What follows belongs to an exercise in optimizing a design on an open flow for small area; a production flow would make more cautious choices. At most, simulation tests tie the RTL to the original design; equivalence was not proved. For runs 2 and 3, only the layout was checked, not whether the RTL still works.

==> design/flow/design.v <==
`timescale 1ns / 1ps
module BCD_to7_hexadecimal(
    input [3:0] in,
    output reg [6:0] out
    );
	 always@(in) begin
		case(in)
			4'd0: out <= 7'b1111110;
			4'd1: out <= 7'b0110000;
			4'd2: out <= 7'b1101101;
			4'd3: out <= 7'b1111001;
			4'd4: out <= 7'b0110011;
			4'd5: out <= 7'b1011011;
			4'd6: out <= 7'b1011111;
			4'd7: out <= 7'b1110000;
			4'd8: out <= 7'b1111111;
			4'd9: out <= 7'b1111011;
			4'd10: out <= 7'b1110111;  
			4'd11: out <= 7'b0011111;  
			4'd12: out <= 7'b1001110; 
			4'd13: out <= 7'b0111101;  
			4'd14: out <= 7'b1001111; 
			4'd15: out <= 7'b1000111; 
		endcase
	end
endmodule
`timescale 1ns / 1ps
module MUX_2bit(
    input [1:0] In1,
    input [1:0] In2,
    input signal,
    output [1:0] out1
    );
	 assign out1 = (signal == 1'b0) ? In1 :
						In2;		
endmodule
`timescale 1ns / 1ps
module MUX_8bit(
    input [7:0] In1,
    input [7:0] In2,
    input signal,
    output [7:0] out1
    );
	 reg[7:0] out_reg;
	 assign out1 = out_reg;
	 always@(In1 or In2 or signal)
		begin
			if(signal == 0) begin
				out_reg = In1;
			end else begin
				out_reg = In2;
			end
		end
endmodule
`timescale 1ns / 1ps
module ALU(
    input [7:0] A,
    input [7:0] B,
    output [7:0] F,
    input ALUop
    );
	 assign F = A+B;
endmodule
`timescale 1ns / 1ps
module Control(
    input [7:6] Instruction,
    output reg RegDst,
    output reg RegWrite,
    output reg ALUsrc,
    output reg Branch,
    output reg MemRead,
    output reg MemWrite,
    output reg MemtoReg,
    output reg ALUOp  
    );
	 reg [7:0] out;
	 always @(Instruction)
	 begin
		case(Instruction)
			2'b00 : out = 8'b11000001; 
			2'b01 : out = 8'b01101011; 
			2'b10 : out = 8'b00100101; 
			2'b11 : out = 8'b00010000; 
			default : out = 8'b00000000;
		endcase
		RegDst = out[7];
		RegWrite = out[6];
		ALUsrc = out[5];
		Branch = out[4];
		MemRead = out[3];
		MemWrite = out[2];
		MemtoReg = out[1];
		ALUOp = out[0];
	end		
endmodule
`timescale 1ns / 1ps
module counter(
    input clk,
    input reset,
	 input [7:0] value,
	 output [7:0] read_address
    );
	 reg [7:0] address;
	 assign read_address = address;
	 always@(posedge clk or posedge reset)
		begin
			if (reset == 1'b1)
				begin
					address <= 0;
				end
			else
				begin
					address <= value;
				end
		end
endmodule
`timescale 1ns / 1ps
module Registers(
    input clk,
    input [1:0] Read_Register1,
    input [1:0] Read_Register2,
    input [1:0] Write_Register,
	 input RegWrite,
	 input reset,
    output [7:0] Read_Data1,
    output [7:0] Read_Data2,
    input [7:0] Write_Data_in,
	 output [7:0] Write_Data_out,  
	 output [7:0] reg1,  
	 output [7:0] reg2,
	 output [7:0] reg3,
	 output [7:0] reg4
    );
	 reg [7:0] r1,
					r2,
					r3,
					r4;  
	 reg [7:0] rd1,  
					rd2,  
					wdo;  
	 assign reg1 = r1;
	 assign reg2 = r2;
	 assign reg3 = r3;
	 assign reg4 = r4;
	 always @(posedge clk or posedge reset)
		begin
			if (reset) begin
				r1 = 8'b00000000;
				r2 = 8'b00000000;
				r3 = 8'b00000000;
				r4 = 8'b00000000;
				rd1 = 8'b00000000;
				rd2 = 8'b00000000;
				wdo = 8'b00000000;
			end
			else begin
				if(RegWrite) begin
						case(Write_Register)
							2'b00 : r1 = Write_Data_in;
							2'b01 : r2 = Write_Data_in;
							2'b10 : r3 = Write_Data_in;
							2'b11 : r4 = Write_Data_in;
						endcase
				end
			end
		end
		assign Read_Data1 = (Read_Register1 == 2'b00) ? r1 : 
								  (Read_Register1 == 2'b01) ? r2 :
								  (Read_Register1 == 2'b10) ? r3 :
								  r4;
		assign Read_Data2 = (Read_Register2 == 2'b00) ? r1 : 
								  (Read_Register2 == 2'b01) ? r2 :
								  (Read_Register2 == 2'b10) ? r3 :
								  r4;
		assign Write_Data_out = Write_Data_in;  
endmodule
`timescale 1ns / 1ps
module DataMemory(
	 input clk,
    input [7:0] Address,
    input [7:0] WriteData,
    input MemRead,
    input MemWrite,
	 input reset,
    output [7:0] ReadData,
	 output [7:0] DataMemory0,  
	 output [7:0] DataMemory1,
	 output [7:0] DataMemory2,
	 output [7:0] DataMemory3
    );
	 reg[7:0] Data[31:0];
	 integer i;
	 assign ReadData = (MemRead == 1'b1 && Address < 8'd32) ? Data[Address[4:0]] : 8'd0;
	 assign DataMemory0 = Data[0];  
	 assign DataMemory1 = Data[1]; 
	 assign DataMemory2 = Data[2]; 
	 assign DataMemory3 = Data[3]; 
	 always@ (posedge clk or posedge reset)  
		begin
			if(reset) begin
				for(i = 0; i < 16; i = i + 1) begin
					Data[i] = i;  
				end
				for(i = 0; i < 16; i = i + 1) begin
					Data[i+16] = -1 * i;
				end
			end
			else if (MemWrite && Address < 8'd32) begin
				Data[Address[4:0]] = WriteData;
			end
		end
endmodule
`timescale 1ns / 1ps
module main(
	 input clock,
	 input [7:0] Instruction,  
	 input reset,
	 output [7:0] read_address,  
	 output [6:0] BCD_output1,
	 output [6:0] BCD_output2,
	 output [6:0] BCD_output3,
	 output [6:0] BCD_output4
    );
	 wire [7:0] PC_out;
	 assign read_address = PC_out;
	 wire clkout;  
	 wire [7:0] PC_in;  
	 wire RegDst;  
	 wire RegWrite;
	 wire ALUsrc;
	 wire Branch;
	 wire MemRead;
	 wire MemWrite;
	 wire MemtoReg;
	 wire ALUOp;  
	 wire [1:0] write_register;  
	 wire [7:0] read_reg_data1;  
	 wire [7:0] read_reg_data2;  
	 wire [7:0] read_reg_data2_toALU;  
	 wire [7:0] write_reg_data;  
	 wire [7:0] reg_out;  
	 wire [7:0] ALU_out;
	 wire [7:0] data_memory_out;  
	 wire [7:0] Add1_out;  
	 wire [7:0] Add2_out;  
	 wire [7:0] sign_extended;
	 wire [1:0] instruction_control;
	 wire [1:0] instruction_reg_address1;
	 wire [1:0] instruction_reg_address2;
	 wire [1:0] instruction_1_0;
	 assign sign_extended = $signed(Instruction[1:0]);	 
	 assign instruction_control = Instruction[7:6];	 
	 assign instruction_reg_address1 = Instruction[5:4];
	 assign instruction_reg_address2 = Instruction[3:2];
	 assign instruction_1_0 = Instruction[1:0];
	 assign clkout = clock;  
	 counter Counter(.clk(clkout), .reset(reset), .value(PC_in), .read_address(PC_out));
	 Control Control(.Instruction(instruction_control), .RegDst(RegDst), .RegWrite(RegWrite), .ALUsrc(ALUsrc), .Branch(Branch), .MemRead(MemRead), .MemWrite(MemWrite), .MemtoReg(MemtoReg), .ALUOp(ALUOp));
	 Registers Registers(.clk(clkout), .Read_Register1(instruction_reg_address1), .Read_Register2(instruction_reg_address2), .Write_Register(write_register), .RegWrite(RegWrite), .reset(reset), .Read_Data1(read_reg_data1), .Read_Data2(read_reg_data2), .Write_Data_in(write_reg_data), .Write_Data_out(reg_out), .reg1(), .reg2(), .reg3(), .reg4());
	 MUX_2bit Mux1(.In1(instruction_reg_address2), .In2(instruction_1_0), .signal(RegDst), .out1(write_register));
	 MUX_8bit Mux2(.In1(read_reg_data2), .In2(sign_extended), .signal(ALUsrc), .out1(read_reg_data2_toALU));
	 ALU ALU(.A(read_reg_data1), .B(read_reg_data2_toALU), .F(ALU_out), .ALUop(ALUOp));
	 DataMemory DataMemory(.clk(clkout), .Address(ALU_out), .WriteData(read_reg_data2), .MemRead(MemRead), .MemWrite(MemWrite), .reset(reset), .ReadData(data_memory_out), .DataMemory0(), .DataMemory1(), .DataMemory2(), .DataMemory3());
	 MUX_8bit Mux3(.In1(ALU_out), .In2(data_memory_out), .signal(MemtoReg), .out1(write_reg_data));
	 ALU Add1(.A(PC_out), .B(8'd1), .F(Add1_out), .ALUop(1'b1));
	 ALU Add2(.A(Add1_out), .B(sign_extended), .F(Add2_out), .ALUop(1'b1));
	 MUX_8bit Mux4(.In1(Add1_out), .In2(Add2_out), .signal(Branch), .out1(PC_in));
	 BCD_to7_hexadecimal BCD_1(.in(reg_out[3:0]), .out(BCD_output1));
	 BCD_to7_hexadecimal BCD_2(.in(reg_out[7:4]), .out(BCD_output2));
	 BCD_to7_hexadecimal BCD_3(.in(PC_out[3:0]), .out(BCD_output3));
	 BCD_to7_hexadecimal BCD_4(.in(PC_out[7:4]), .out(BCD_output4));
endmodule
==> design/flow/run.sh <==
#!/bin/bash
# synth_recipe.tcl (not shown) runs the flow's synth.tcl, then flattens the netlist and writes it again
# the make line also repeats each setting of config.mk as NAME=value (left out here)
make -C /OpenROAD-flow-scripts/flow DESIGN_CONFIG=/design/flow/config.mk WORK_HOME=/design/flow/orfs CLKGATE_MAP_FILE= SYNTH_SCRIPT=/design/flow/synth_recipe.tcl finish
==> design/flow/config.mk <==
export PLATFORM = sky130hd
export DESIGN_NAME = main
export DESIGN_NICKNAME = main
export VERILOG_FILES = /design/flow/design.v
export SDC_FILE = /design/flow/constraint.sdc
export NUM_CORES = 4
export LEC_CHECK = 0
export CAP_MARGIN = 20
export CORE_MARGIN = 2
export CORE_UTILIZATION = 40
export SLEW_MARGIN = 20
==> design/flow/constraint.sdc <==
create_clock -name core_clock -period 10.0 [get_ports {clock}]
set_input_delay 2.0000 -clock core_clock [delete_from_list [all_inputs] [get_ports {clock}]]
set_output_delay 2.0000 -clock core_clock [all_outputs]
set_load 0.01 [all_outputs]
==> impl_results.md, run 1 <==
- Critical path origin: Instruction[2]
- Post-synthesis cell count: 1479
- Endpoint class of the critical path: primary output
- Clock buffer count from CTS: 36
- I/O pin count: 46
- Antenna violations before repair: 1
- Top cell type by total area after synthesis: dfrtp_1
- Cell Rows: 74
- Critical path launch point type: input port
- Number of maximum-capacitance constraint violations: 0
- Number of DRC violations after detailed routing: 0
- GRT Total Usage: 0.267
- Hold violation count in the final report: 0
- Unrepaired setup endpoints after global routing: false
- Number of placed cells counting well taps: ~2100
- Max H-tree Level: 2
- Ratio of cells with drive above 1 in the final layout: 0.387
- Global-route wire length before repair: 86500 um
- Bufs on Longest Clock Path: 3
- Setup CP Type: input port to primary output
- Fill cells: 3711
- Post-layout minimum cycle time: 9.86 ns
- Starting density of the core: 0.406
- Largest cells by area after synthesis: dfrtp_1 26%, dfstp_2 20%, mux2_2 18%, ha_1 3.4%, nand2_1 2.4%
- Remaining number of nets flagged by the antenna check after routing: 0
- WL/cell: 27.0 um
- Maximum clock rate: 101 MHz
- Aggregate global routing overflow: 0
- Launch point of the worst hold path: DataMemory.Data[5][3]
- Post-synth ARST share: 1.00
- Slew of the pin with the lowest slew margin: approximately 1.0 ns
- Signed area change from the synthesized netlist to the final layout: 17.8%
- DRT Wirelength: 57200 um
- Worst skew pair latency: roughly 0.55 ns
- Arrival @ worst endpoint: 7.86 ns
- Maximum number of pins on one net before global-route repair: 196
- Most frequent standard cell in the layout excluding fill and tap cells: mux2_2
- Status: no timing/DRC/antenna violations
- Clock transition at the registers of the reported paths: approximately 0.060 ns
- Warning count from the yosys run: 7
- Worst setup skew after layout: 0.0245 ns
- Syn Area/Cell: 11.2 sq um
- Worst slew margin relative to its limit: 0.310
- Floorplan die width: 208 um
- Area of the die: 0.0431 sq mm
- Detailed Routing Iterations Pass 1: 6
- Most instantiated flip-flop cell in the synthesis netlist: dfrtp_1
- Setup violations, final: 0
- Netlist Area Pre-Place: 0.0166 sq mm
- Hpwl dp: around 40000 um
- Number of pins exceeding their max-slew limit in the final report: 0
- Synth top area share: 0.260
- Via count: 12900
- PortBufs: 45
- Number of diodes added for antenna fixing: 0
- Commonest cells after routing, fill and taps aside: 258 x mux2_2, 172 x dfrtp_1, 124 x dfstp_2, 108 x nand2_1, 99 x buf_4
- Iteration-0 DRC Markers: 1294
- Path category of the worst min-delay check: flop to flop
- Synth unique cells: a little under 90
- Post-route clock period utilization: 0.986
- Synth Register Bits: slightly below 300
- Number of cells traversed by the worst hold path: 2
- Die Height: 208 um
- Clock Root Buffer: clkbuf_16
- Synth Net Count: 1536
- Required time of the critical path: 8.00 ns
- Vias in the first global route: 13100
- Final cell count without fillers: 2115
- Sequential share of the synthesized area: 0.456
- Routability Congestion: 0.985
- Via count normalized by instance count: 6.12
- CTS tree: built
- Setup bufs post-CTS: 0
- Clock net sink count: 296
- Max FO, Critical Path: 10
- Worst reg2reg path depth: 13
- Final net count: 1614
- Number of enable flip-flop cells after synthesis: 0
- Origin of the critical flop-to-flop path: Registers.r4[0]
- Placeable core region: 0.0408 sq mm
-- cells by family (layout without fill, tap and decap cells) --
kind of cell / Yosys count / count (layout) / synth area share
fa+ha+maj: 47 / 47 / 0.0364
buf+inv: 148 / 252 / 0.0364
xor+xnor: 22 / 22 / 0.0133
compound gates: 329 / 329 / 0.139
mux: 309 / 309 / 0.219
flops: 296 / 296 / 0.456
simple gates: 328 / 328 / 0.100
-- stage by stage --
step	setup slack (ns)	util	TNS [ns]	instance area, sq um	hold WS (ns)
5_1_grt	0.0119	0.478	0	19500	0.504
3_5_place_dp	-0.246	0.445	-0.693	18200	0.462
3_3_place_gp	-0.229	0.445	-0.622	18200	0.459
2_1_floorplan	0.0294	-	0	16600	0.442
4_1_cts	0.0840	0.476	0	19400	0.474
6_report	0.140	0.478	0	19500	0.475
-- routing by layer --
| layer | share of wire | vias to the layer above | global-route usage | wire [um] |
|---|---|---|---|---|
| li1 | - | 5640 | - | - |
| met1 | 0.44 | 6671 | 0.370 | 24900 |
| met2 | 0.46 | 512 | 0.414 | 26100 |
| met3 | 0.072 | 122 | 0.0507 | 4130 |
| met4 | 0.036 | 2 | 0.104 | 2050 |
| met5 | 0.00023 | - | 0 | 13 |
-- state kept, by name (all words and copies together), names as in the netlist --
| signal | cells |
|---|---|
| Registers.r1 | 8 |
| Counter.address | 8 |
| Registers.r3 | 8 |
| Registers.r2 | 8 |
| DataMemory.Data | 256 |
| Registers.r4 | 8 |
-- final timing paths --
kind	endpoint	slack [ns]
max	BCD_output2[1]	0.14
min	DataMemory.Data[5][3]	0.47
max reg2reg	DataMemory.Data[2][0]	4.60
min reg2reg	DataMemory.Data[5][3]	0.47
max in group asynchronous	DataMemory.Data[21][2]	6.48
min in group asynchronous	Counter.address[7]	2.01
-- critical path: stages --
cell and delay [ns]:
clkdlybuf4s50_1 0.52, mux4_2 0.52, mux2_2 0.28, ha_1 0.25
fa_2 0.64, nand2b_1 0.40, nor2_1 0.10, a2111oi_0 0.64
o21ai_0 0.21, a221o_1 0.48, o32ai_1 0.34, buf_4 0.18
o21ai_4 0.10, buf_4 0.21, a311oi_1 0.37, clkdlybuf4s50_1 0.61
-- layout make-up --
cell class                      count  area (sq um)  area share
Clock inverter                     14           229      0.0117
Inverter                           35           139     0.00711
Sequential cell                   296          7560       0.387
Multi-Input combinational cell   1035          8550       0.438
Timing Repair Buffer              153          1370      0.0703
Tap cell                          532           666      0.0341
Clock buffer                       50          1000      0.0515
-- synth_stat cells, drive strengths merged (8+ instances only) --
master / n
inv: 34
xnor2: 16
mux4: 17
a21oi: 66
dfstp: 124
nor3: 17
a22o: 9
mux2: 260
nand2b: 14
mux2i: 32
clkbuf: 78
buf: 35
nand4: 10
o211ai: 13
a311oi: 8
ha: 45
nand3: 38
nand2: 116
and3: 17
a32oi: 9
dfrtp: 172
nor2: 71
a31oi: 13
a211o: 9
a21o: 8
o21ai: 66
a22oi: 32
a211oi: 23
-- what timing repair did --
item	CTS	global route
pin swaps	0	1
gates cloned	0	0
hold buffers	0	0
hold endpoints to repair	0	0
setup endpoints to repair	6	14
resized for setup	5	11
==> run 2: changes to the inputs <==
==> design/flow/design.v (replaced) <==
module main(
    input clock,
    input [7:0] Instruction,
    input reset,
    output [7:0] read_address,
    output [6:0] BCD_output1,
    output [6:0] BCD_output2,
    output [6:0] BCD_output3,
    output [6:0] BCD_output4
    );
    function [6:0] seg;
        input [3:0] v;
        case (v)
            4'h0: seg = 7'b1111110;
            4'h1: seg = 7'b0110000;
            4'h2: seg = 7'b1101101;
            4'h3: seg = 7'b1111001;
            4'h4: seg = 7'b0110011;
            4'h5: seg = 7'b1011011;
            4'h6: seg = 7'b1011111;
            4'h7: seg = 7'b1110000;
            4'h8: seg = 7'b1111111;
            4'h9: seg = 7'b1111011;
            4'hA: seg = 7'b1110111;
            4'hB: seg = 7'b0011111;
            4'hC: seg = 7'b1001110;
            4'hD: seg = 7'b0111101;
            4'hE: seg = 7'b1001111;
            default: seg = 7'b1000111;
        endcase
    endfunction
    function [7:0] mem_init;
        input [4:0] a;
        mem_init = a[4] ? (8'd0 - {4'd0, a[3:0]}) : {4'd0, a[3:0]};
    endfunction
    reg  [7:0] pc;
    reg  [7:0] r0, r1, r2, r3;
    reg        ready;
    reg  [7:0] mem [0:31];
    reg        m1b0;             
    wire [1:0] op = Instruction[7:6];
    wire [1:0] rs = Instruction[5:4];
    wire [1:0] rt = Instruction[3:2];
    wire [1:0] lo = Instruction[1:0];
    wire [7:0] sx = {{6{lo[1]}}, lo};
    wire is_add = (op == 2'b00);
    wire is_lw  = (op == 2'b01);
    wire is_sw  = (op == 2'b10);
    wire is_j   = (op == 2'b11);
    reg [7:0] a_val, b_val;
    always @* begin
        case (rs)
            2'd0: a_val = r0;
            2'd1: a_val = r1;
            2'd2: a_val = r2;
            default: a_val = r3;
        endcase
        case (rt)
            2'd0: b_val = r0;
            2'd1: b_val = r1;
            2'd2: b_val = r2;
            default: b_val = r3;
        endcase
    end
    wire [7:0] alu = a_val + ((is_lw | is_sw) ? sx : b_val);
    wire       inrange = (alu[7:5] == 3'd0);
    reg  [7:0] mem_rd;
    integer i;
    always @* begin
        mem_rd = 8'd0;
        for (i = 0; i < 32; i = i + 1)
            if (ready && inrange && alu[4:0] == i)
                mem_rd = mem_rd | (i == 1 ? {mem[i][7:1], m1b0} : mem[i]);
    end
    wire [7:0] rd = {mem_rd[7:1], mem_rd[0] | (!ready && alu == 8'd1 && m1b0)};
    wire [7:0] wd = is_lw ? rd : alu;
    wire        mem_we = is_sw && inrange;
    wire [7:0]  wdata0 = ready ? b_val : 8'h00;    
    wire [7:0]  wdata1 = ready ? b_val : 8'hFF;    
    integer w, b;
    always @(posedge clock) begin
        for (w = 0; w < 32; w = w + 1)
            if (!ready || (mem_we && alu[4:0] == w))
                for (b = 0; b < 8; b = b + 1)
                    mem[w][b] <= mem_init(w) >> b & 1 ? wdata1[b] : wdata0[b];
    end
    always @(posedge clock or posedge reset) begin
        if (reset) begin
            ready <= 1'b0;
            m1b0 <= 1'b1;
            pc <= 8'd0;
            r0 <= 8'd0; r1 <= 8'd0; r2 <= 8'd0; r3 <= 8'd0;
        end else begin
            ready <= 1'b1;
            if (mem_we && alu[4:0] == 5'd1)
                m1b0 <= b_val[0];
            pc <= pc + 8'd1 + (is_j ? sx : 8'd0);
            if (is_add)
                case (lo)
                    2'd0: r0 <= alu;
                    2'd1: r1 <= alu;
                    2'd2: r2 <= alu;
                    default: r3 <= alu;
                endcase
            else if (is_lw)
                case (rt)
                    2'd0: r0 <= rd;
                    2'd1: r1 <= rd;
                    2'd2: r2 <= rd;
                    default: r3 <= rd;
                endcase
        end
    end
    assign read_address = pc;
    assign BCD_output1 = seg(wd[3:0]);
    assign BCD_output2 = seg(wd[7:4]);
    assign BCD_output3 = seg(pc[3:0]);
    assign BCD_output4 = seg(pc[7:4]);
endmodule
==> run 2 against run 1 <==
Still clean on timing, DRC and antenna. Synthesized cell count is 25% lower. Die area is 13% lower. Final cell count is 19% lower. Non-clock buffer count is 4 higher. Highest routed layer is now met4. Clock-buffer cell count is 10 lower. Design area is 12% lower. Sequential share of layout area is 12 points higher.
==> impl_results.md, run 2 <==
- Status: no timing/DRC/antenna violations
- Cell types with the highest counts after synthesis: 255 x edfxtp_1, 89 x o21ai_0, 84 x nand2_1
- Library cell with the highest instance count after synthesis: edfxtp_1
- Endpoint class of the critical path: primary output
- Post-synth ARST share: 0.141 (-0.859)
- CTS tree: built
- Via count normalized by instance count: 6.03 (-1.6%)
- GRT Total Usage: 0.236 (-0.0304)
- Number of DRC violations after detailed routing: 0 (unchanged)
- Remaining number of nets flagged by the antenna check after routing: 0 (unchanged)
- Number of enable flip-flop cells after synthesis: 255 (+255)
- Number of maximum-capacitance constraint violations: 0 (unchanged)
- Ratio of cells with drive above 1 in the final layout: 0.213 (-0.173)
- Cell Chain, Critical Path: clkdlybuf4s50_1 > inv_1 > ha_1 > mux2_2 > ha_2 > inv_1 > fa_2 > buf_4 > xnor2_4 > buf_12 > mux2i_2 > o2bb2ai_1 > nand3_1 > o21ai_0 > or4_1 > o21bai_1 > a31oi_2 > inv_1 > ha_1 > mux4_2 > inv_1 > clkdlybuf4s50_1
- Warning count from the yosys run: 2 (-5)
- Bufs on Longest Clock Path: 3 (unchanged)
- Most frequent standard cell in the layout excluding fill and tap cells: edfxtp_1
- Post-layout minimum cycle time: 9.80 ns (-0.0578 ns)
- Cell Rows: 69 (-6.8%)
- Worst setup skew after layout: 0.0103 ns (-0.0142 ns)
- Crit-path most repeated cell: inv_1
- Synth unique cells: 82 (-5.7%)
- Number of pins exceeding their max-slew limit in the final report: 0 (unchanged)
- Max FO, Critical Path: 18 (+8)
- Floorplan die width: 194 um (-6.5%)
- Maximum number of pins on one net before global-route repair: 44 (-78%)
- Slew of the pin with the lowest slew margin: 1.17 ns (+0.135 ns)
- Die Height: 194 um (-6.5%)
- WL/cell: 26.2 um (-3.0%)
- Clock buffer count from CTS: 31 (-14%)
- Hold violation count in the final report: 0 (unchanged)
- Crit-path slowest cell: or4_1
- Path category of the worst min-delay check: flop to flop
- Clock Root Buffer: clkbuf_16
- Routability Congestion: 0.984 (-0.15%)
- Placeable core region: 0.0356 sq mm (-13%)
- Netlist Area Pre-Place: 0.0145 sq mm (-13%)
- Detailed Routing Iterations Pass 1: 6 (unchanged)
- Critical path launch point type: input port
- Most instantiated flip-flop cell in the synthesis netlist: edfxtp_1
- Sequential share of the synthesized area: 0.602 (+0.146)
- Via count: 10400 (-20%)
- Antenna violations before repair: 0 (-1)
- Unrepaired setup endpoints after global routing: true
- Hpwl dp: 31400 um (-22%)
- Slowest cell delay on critical path: 0.55 ns (-0.09 ns)
- Clock net sink count: 297 (+0.34%)
- Number of cells traversed by the worst hold path: 1 (-1)
- Commonest cells after routing, fill and taps aside: 255 x edfxtp_1, 101 x buf_4, 84 x nand2_1, 77 x o21ai_0, 48 x mux2_2
- Max H-tree Level: 1 (-1)
- Setup slack on the worst flop-to-flop path: 4.87 ns (+0.27 ns)
- Final net count: 1290 (-20%)
- Synth Net Count: 1164 (-24%)
- Largest cells by area after synthesis: edfxtp_1 53%, dfrtp_1 7.1%, ha_1 4.0%, mux4_2 3.9%, mux2_2 3.7%
- Syn Area/Cell: 13.1 sq um (+17%)
- Worst skew pair latency: 0.57 ns (+0.02 ns)
- Synth Register Bits: 297 (+0.34%)
- Area of the die: 0.0377 sq mm (-13%)
- DRT Wirelength: 45100 um (-21%)
- Arrival @ worst endpoint: 7.80 ns (-0.06 ns)
- Maximum clock rate: 102 MHz (+0.59%)
- Global-route wire length before repair: 66900 um (-23%)
- Flip-flop count of the largest register, all copies and words added: 255 (-0.39%)
- Iteration-0 DRC Markers: 1441 (+11%)
- I/O pin count: 46 (unchanged)
- Vias in the first global route: 10300 (-21%)
- Post-route clock period utilization: 0.980 (-0.00578)
- Worst reg2reg path depth: 12 (-1)
- Setup CP Type: input port to primary output
- Starting density of the core: 0.407 (+0.000698)
- Util after Layout: 0.484 (+0.00595)
- Final Hold Slack: 0.529 ns (+0.0535 ns)
- Worst slew margin relative to its limit: 0.215 (-0.0953)
- Post-synthesis cell count: 1106 (-25%)
- Signed area change from the synthesized netlist to the final layout: 19.0%
- Post-Route Setup TNS: 0 ns (unchanged)
- Top cell type by total area after synthesis: edfxtp_1
- Aggregate global routing overflow: 0 (unchanged)
- Setup violations, final: 0 (unchanged)
- Required time of the critical path: 8.00 ns (about the same)
- Clock transition at the registers of the reported paths: 0.06 ns (about the same)
- Synth top area share: 0.529 (+0.270)
- PortBufs: 45 (unchanged)
-- run 2: cell types whose count changed after synthesis, sizes merged, moves of 23 or more --
cell	before	now
edfxtp	0	255
mux2	260	48
dfrtp	172	41
dfstp	124	1
clkbuf	78	40
nand2	116	84
nor2	71	47
a21oi	66	43
o21ai	66	89
-- run 2: path summary, 6_finish.rpt --
kind,from,end
worst min-delay path,r0[5],r0[5]
min in group asynchronous,reset,pc[5]
max in group asynchronous,reset,r1[6]
worst max register to register,r3[3],mem[8][5]
worst max-delay path,Instruction[6],BCD_output1[3]
worst min register to register,r0[5],r0[5]
-- run 2: logic make-up after synthesis --
group                      count (synthesis)  share of synthesized area
buffers and inverters                    106                     0.0299
xor gates and xnor gates                  18                     0.0119
adders and majority gates                 48                     0.0425
AOI/OAI and AO/OA                        271                      0.126
other                                      1                   0.000259
muxes                                    111                      0.103
DFF                                      297                      0.602
and+or+nand+nor                          254                     0.0850
-- run 2: per-layer routing --
metal / vias up / GRT usage / wire length [um]
met5: - / 0 / 0
met4: 0 / 0.0808 / 1720
met3: 112 / 0.0678 / 4160
met2: 533 / 0.375 / 20700
met1: 5191 / 0.312 / 18500
li1: 4522 / - / -
-- run 2: layout make-up --
| cell class | instances | area (sq um) |
|---|---|---|
| timing repair buffer | 157 | 1380 |
| tap | 461 | 577 |
| clock buffer | 40 | 810 |
| clock inverter | 18 | 149 |
| antenna | 1 | 2.50 |
| sequential | 297 | 8710 |
| multi-input combinational | 703 | 5430 |
| inverter | 42 | 158 |
| fill | 3121 | 18400 |
-- run 2: critical path, delay by kind of cell --
kind,cells,cell delay [ns]
xor+xnor,1,0.22
buf+inv,8,1.79
compound gates,4,0.73
mux,3,0.99
simple gates,2,0.67
fa+ha+maj,4,1.37
-- run 2: metrics by stage --
stage / cell area [sq um] / worst slack, ns / instances
after floorplan: 14500 / 1.11 / 1106
after global placement: 16100 / -0.0827 / 1655
after detailed placement: 16100 / -0.121 / 1655
after CTS: 17100 / 0.0413 / 1713
after global routing: 17200 / -0.00469 / 1718
final: 17200 / 0.198 / 1719
-- run 2: repair_timing --
item / in CTS / in global routing
hold buffers: 0 / 0
endpoints found under the setup margin: 4 / 12
pin swaps: 0 / 3
setup buffers: 0 / 3
resized for setup: 2 / 13
==> run 3: changes to the inputs <==
--- a/design/flow/config.mk
+++ b/design/flow/config.mk
@@ -8,4 +8,5 @@
 export CAP_MARGIN = 20
 export CORE_MARGIN = 2
 export CORE_UTILIZATION = 40
+export GPL_TIMING_DRIVEN = 0
 export SLEW_MARGIN = 20
==> run 3 against run 2 <==
Still clean. Routed wire length grew 8.9%. Die area unchanged. Design area grew 0.92%. Clock skew is 0.016 ns higher.
==> impl_results.md, run 3 <==
- Top cell family by delay on the critical path: buffers and inverters
- Synth Net Count: 1164 (unchanged)
- Cell Chain, Critical Path: clkdlybuf4s50_1 > clkbuf_8 > mux4_2 > mux2_2 > ha_2 > buf_2 > buf_4 > buf_4 > clkbuf_2 > clkbuf_4 > a31oi_1 > o21ai_0 > a211oi_1 > a21oi_1 > o21ai_2 > mux2_4 > ha_1 > mux4_2 > inv_1 > clkdlybuf4s50_1
- Via count: 10700 (+3.0%)
- Post-layout minimum cycle time: 9.85 ns (+0.0502 ns)
- Synth top area share: 0.529 (unchanged)
- Flip-flop count of the largest register, all copies and words added: 255 (unchanged)
- Setup violations, final: 0 (unchanged)
- Max FO, Critical Path: 10 (-8)
- Hold violation count in the final report: 0 (unchanged)
- Via count normalized by instance count: 6.24 (+3.5%)
- Worst skew pair latency: 0.61 ns (+0.04 ns)
- Library cell with the highest instance count after synthesis: edfxtp_1
- Max H-tree Level: 1 (unchanged)
- Starting density of the core: 0.407 (unchanged)
- Cts-stage hold buffer count: 0 (unchanged)
- Post-synthesis cell count: 1106 (unchanged)
- Most frequent standard cell in the layout excluding fill and tap cells: edfxtp_1
- Setup CP Type: input port to primary output
- Worst Slack Setup Final: 0.147 ns (-0.0502 ns)
- Number of enable flip-flop cells after synthesis: 255 (unchanged)
- Ratio of cells with drive above 1 in the final layout: 0.230 (+0.0166)
- GRT Total Usage: 0.254 (+0.0178)
- I/O pin count: 46 (unchanged)
- Util after Layout: 0.489 (+0.00447)
- Synth Register Bits: 297 (unchanged)
- Final net count: 1282 (-0.62%)
- Arrival @ worst endpoint: 7.85 ns (+0.05 ns)
- Slowest cell delay on critical path: 0.53 ns (-0.02 ns)
- Cell types with the highest counts after synthesis: 255 x edfxtp_1, 89 x o21ai_0, 84 x nand2_1
- Bufs on Longest Clock Path: 3 (unchanged)
- Aggregate global routing overflow: 0 (unchanged)
- Warning count from the yosys run: 2 (unchanged)
- Number of DRC violations after detailed routing: 0 (unchanged)
- Clock buffer count from CTS: 31 (unchanged)
- Maximum clock rate: 101 MHz (-0.51%)
- Path category of the worst min-delay check: flop to flop
- Cell Rows: 69 (unchanged)
- Placeable core region: 0.0356 sq mm (unchanged)
- Clock net sink count: 297 (unchanged)
- Clock transition at the registers of the reported paths: 0.06 ns (about the same)
- Most instantiated flip-flop cell in the synthesis netlist: edfxtp_1
- Routability Congestion: 0.974 (-0.98%)
- Global-route wire length before repair: 70200 um (+5.0%)
- Hpwl dp: 34100 um (+8.5%)
- Worst slew margin relative to its limit: 0.332 (+0.117)
- Syn Area/Cell: 13.1 sq um (unchanged)
- Largest cells by area after synthesis: edfxtp_1 53%, dfrtp_1 7.1%, ha_1 4.0%, mux4_2 3.9%, mux2_2 3.7%
- Netlist Area Pre-Place: 0.0145 sq mm (unchanged)
- PortBufs: 42 (-6.7%)
- Status: no timing/DRC/antenna violations
- Endpoint class of the critical path: primary output
- Commonest cells after routing, fill and taps aside: 255 x edfxtp_1, 82 x nand2_1, 50 x o21ai_0, 47 x mux2_2, 43 x buf_4
- Floorplan die width: 194 um (unchanged)
- Number of pins exceeding their max-slew limit in the final report: 0 (unchanged)
- Number of maximum-capacitance constraint violations: 0 (unchanged)
- Crit-path slowest cell: clkdlybuf4s50_1
- Slew of the pin with the lowest slew margin: 1.00 ns (-0.168 ns)
- Iteration-0 DRC Markers: 1452 (+0.76%)
- Post-route clock period utilization: 0.985 (+0.00502)
- Signed area change from the synthesized netlist to the final layout: 20.1%
- Top cell type by total area after synthesis: edfxtp_1
- Required time of the critical path: 8.00 ns (about the same)
- DRT Wirelength: 49100 um (+8.9%)
- Maximum number of pins on one net before global-route repair: 35 (-20%)
- Sum of buffers and inverters on the critical path: 9 (+1)
- WL/cell: 28.7 um (+9.4%)
- Post-Place Worst Slack: -2.18 ns (-2.05 ns)
- Clock Root Buffer: clkbuf_16
- Die Height: 194 um (unchanged)
- Post-synth ARST share: 0.141 (unchanged)
- Antenna violations before repair: 0 (unchanged)
- Worst setup skew after layout: 0.0259 ns (+0.0156 ns)
- CTS tree: built
- Detailed Routing Iterations Pass 1: 8 (+2)
- Remaining number of nets flagged by the antenna check after routing: 0 (unchanged)
- Area of the die: 0.0377 sq mm (unchanged)
- Synth unique cells: 82 (unchanged)
- Critical path launch point type: input port
- Vias in the first global route: 10200 (-0.86%)
- Sequential share of the synthesized area: 0.602 (unchanged)
run 3: stage by stage:
| stage | hold WS (ns) | instance area, sq um | std cells | TNS, ns |
|---|---|---|---|---|
| 3_5_place_dp | 0.510 | 15800 | 1639 | -26.57 |
| 2_1_floorplan | 0.492 | 14500 | 1106 | 0 |
| 6_report | 0.525 | 17400 | 1711 | 0 |
| 5_1_grt | 0.545 | 17400 | 1710 | -0.0106 |
| 3_3_place_gp | 0.503 | 15500 | 1609 | -26.77 |
| 4_1_cts | 0.527 | 17200 | 1702 | 0 |
run 3: logic make-up (layout without fill, tap and decap cells):
| kind of cell | after synthesis | count (layout) | share of synthesized area |
|---|---|---|---|
| xor+xnor | 18 | 18 | 0.0119 |
| mux | 111 | 111 | 0.103 |
| compound gates | 271 | 271 | 0.126 |
| buf+inv | 106 | 249 | 0.0299 |
| simple gates | 254 | 254 | 0.0850 |
| flops | 297 | 297 | 0.602 |
| other cells | 1 | 2 | 0.000259 |
| fa+ha+maj | 48 | 48 | 0.0425 |
run 3: routing by layer:
metal	global-route usage	routed length, um
met1	0.352	19300
met2	0.398	22400
met3	0.0536	5420
met4	0.0878	1970
met5	0	0
run 3: worst paths after layout:
check | start | end | slack [ns] | cells after the start
min in group asynchronous | reset | ready | 1.64 | 2
min | r3[2] | r3[2] | 0.52 | 1
min reg2reg | r3[2] | r3[2] | 0.52 | 1
max reg2reg | r3[0] | mem[23][4] | 4.92 | 14
max in group asynchronous | reset | m1b0 | 7.85 | 3
max | Instruction[3] | BCD_output1[3] | 0.15 | 20
run 3: final cells by class:
type | instances | area, sq um
inverter | 42 | 158
timing repair buffer | 88 | 822
antenna | 1 | 2.50
sequential | 297 | 8710
clock buffer | 43 | 841
clock inverter | 15 | 168
fill | 3172 | 18200
multi-input combinational | 703 | 5670
tap | 461 | 577
buffer | 61 | 429
run 3: what timing repair did:
item	in CTS	in global routing
pin swaps	6	5
endpoints found under the hold margin	0	0
setup endpoints to repair	14	13
buffers inserted	8	8
gates resized for setup	107	32

separate check: timing with driven ports:
In the flow no input, the clock included, has a driving cell. The finished layouts below were timed again as built, in two steps.
Step 1 assumes that a clkbuf_16 drives the clock port and a buf_2 every other input.
Step 2 also shifts input and output timing later by t, the mid clock arrival at the registers, as if the neighbouring blocks saw the same clock.
Three values: no drivers, after step 1, after step 2; two values: the first two.
| run | t (ns) | setup slack, ns | worst slew at a driven data input, ns |
|---|---|---|---|
| run 1 | 0.588 | 0.140 / 0.116 / 0.116 | 0.03 |
| run 2 | 0.619 | 0.198 / 0.176 / 0.176 | 0.03 |
| run 3 | 0.649 | 0.147 / 0.119 / 0.119 | 0.03 |
After both steps setup and hold are still met in every run listed. The setup slack of run 3, which loses most, moves by -0.028 ns with the drivers and by -0.028 ns with both steps.
